From an optimization exercise on the open Yosys and OpenROAD flow, aimed at small area; shortcuts taken in it are not production practice. The RTL was checked by simulation tests, not by an equivalence proof against the original design. Power is estimated from default activity; no workload was simulated. The flow treats the clock pin as an ideal source, which a real chip does not have.

// top
module top(clk, rst_n, in, valid_in, last_in, out, valid_out, last_out, ready);
	input wire clk, rst_n;
	input wire [32-1:0] in;
	input wire valid_in, last_in;
	output wire [32-1:0] out;
	output wire valid_out, last_out;
	output wire ready;
	reg busy;		 
	reg [4:0] n;		 
	reg [5:0] oc;		 
	reg ta, la;		 
	reg [32-1:0] xa;	 
	wire take = busy & valid_in;
	wire shift = ta | valid_out;
	wire [4:0] nb = ta ? n : 5'd0;
	assign ready = take;
	assign valid_out = (oc >= 6'd5);
	assign last_out = (oc == 6'd36);
always @(posedge clk) begin
	if (!rst_n) begin
		busy <= 1'b0;
		n <= 5'd0;
		oc <= 6'd0;
		ta <= 1'b0;
	end else begin
		if (!busy & valid_in)
			busy <= 1'b1;
		else if (ta & la)
			busy <= 1'b0;
		if (ta)
			n <= la ? 5'd0 : n + 5'd1;
		if (take & last_in)
			oc <= 6'd1;
		else if (oc == 6'd36)
			oc <= 6'd0;
		else if (oc != 6'd0)
			oc <= oc + 6'd1;
		ta <= take;
	end
end
	function cmp16;
		input [15:0] a, b;
		input c;
		integer k;
		reg r;
		begin
			r = c;
			for (k = 0; k < 16; k = k + 1)
				r = (a[k] & ~b[k]) | ((a[k] | ~b[k]) & r);
			cmp16 = r;
		end
	endfunction
	reg p;
always @(posedge clk) begin
	if (!rst_n)
		p <= 1'b0;
	else
		p <= ~p;
end
always @(posedge clk) begin
	la <= last_in;
	xa <= in ^ {32{~p}};
end
	wire [15:0] inp = in[15:0] ^ {16{p}};	 
	wire x0 = cmp16(xa[15:0], inp, ~p);
	reg [32-1:0] q0;			 
	reg [32-1:0] q [1:31];		 
	wire [32-1:0] qo [0:31];		 
	reg [31:0] r0;		 
	wire [31:0] c0, ge, h, s, l;
	genvar i;
	generate
		for (i = 0; i < 32; i = i + 1) begin : g_cell
			wire [32-1:0] d;
  ...
For scale: ~4100 cells after synthesis, about 1100 flip-flops, ~71 I/O pins.
clock: 8.0 ns
lec_check: 0
cap_margin: 10
core_margin: 2
core_utilization: 70
slew_margin: 10
standard.sh (not shown) runs the stock make flow with config.mk's settings and CLKGATE_MAP_FILE= SYNTH_SCRIPT=/design/flow/synth_recipe.tcl, a recipe that flattens the netlist after the stock synthesis.
==> flow/flow/run.sh <==
#!/bin/bash
# Layout flow: the standard flow, except that synthesis maps the logic with
# an area-oriented ABC script (flow/area.abc) instead of ORFS's speed script,
# and the clock tree uses fewer, smaller buffers.
# Registers are untouched: synthesis is synth_recipe.tcl as given, with only the
# script argument of its abc call replaced.
set -euo pipefail
WORK=$(pwd)
{
	echo "proc abc {args} {"
	echo "  set i [lsearch -exact \$args -script]"
	echo "  if {\$i >= 0} { set args [lreplace \$args [expr {\$i + 1}] [expr {\$i + 1}] {$WORK/flow/area.abc}] }"
	echo "  yosys abc {*}\$args"
	echo "}"
	cat "$WORK/synth_recipe.tcl"
} > "$WORK/own_synth.tcl"
# synthesis with the area script
sed "s#SYNTH_SCRIPT=[^ ]*synth_recipe.tcl#SYNTH_SCRIPT=$WORK/own_synth.tcl#" standard.sh > own_synth.sh
bash own_synth.sh synth > "$WORK/synth.log" 2>&1
# the rest of the standard flow; clock tree with large clusters of flip-flops
# on clkbuf_16 leaves and no dummy loads
export CTS_ARGS="-sink_clustering_enable -repair_clock_nets -sink_clustering_size 30 -sink_clustering_max_diameter 100 -buf_list sky130_fd_sc_hd__clkbuf_16 -dont_use_dummy_load"
bash standard.sh > "$WORK/layout.log" 2>&1
==> flow/flow/area.abc <==
&get -n
&st
&dch -f
&nf -R 1000
&st
&dch -f
&nf -R 1000
&st
&dch -f
&nf -R 1000
&put
topo
stime -c
Edit:
--- a/flow/flow/run.sh
+++ b/flow/flow/run.sh
@@ -22,0 +23,2 @@
+# every port still gets its own buffer, of the platform's smallest buffer cell
+export BUFFER_PORTS_ARGS="-buffer_cell sky130_fd_sc_hd__buf_1"
Worst setup slack is better by 0.18 ns.
Combinational power fell slightly.
Cell count stays flat.
Via count rises slightly.
Clock-buffer cell count is unchanged.
Critical path depth went down by 2.

==> what the ideal ports hide <==
No port has a modelled driver above. Below, the same layouts with a new extraction and two added sets of constraints. Step 1 sets driving cells, clkbuf_16 on the clock port and buf_2 on the other inputs (assumed; they add their load-dependent delay and slew). Step 2 also shifts input and output timing later by t, the mid clock arrival at the registers, as if the neighbouring blocks saw the same clock. Slacks: ideal ports / drivers / drivers and shift; pairs: ideal ports / drivers.
run	t, ns	setup slack, ns	worst hold slack (ns)	slew at the worst register clock pin (ns)	pins driven straight from the clock port
the first run	0.685	1.156 / 1.202 / 0.517	0.462 / 0.462 / 0.462	0.12 / 0.12	1
the second run	0.671	1.340 / 1.387 / 0.716	0.438 / 0.438 / 0.438	0.12 / 0.12	1
After both steps setup and hold are still met in every run listed. The setup slack of the first run, which loses most, moves by +0.046 ns with the drivers and by -0.639 ns with both steps.
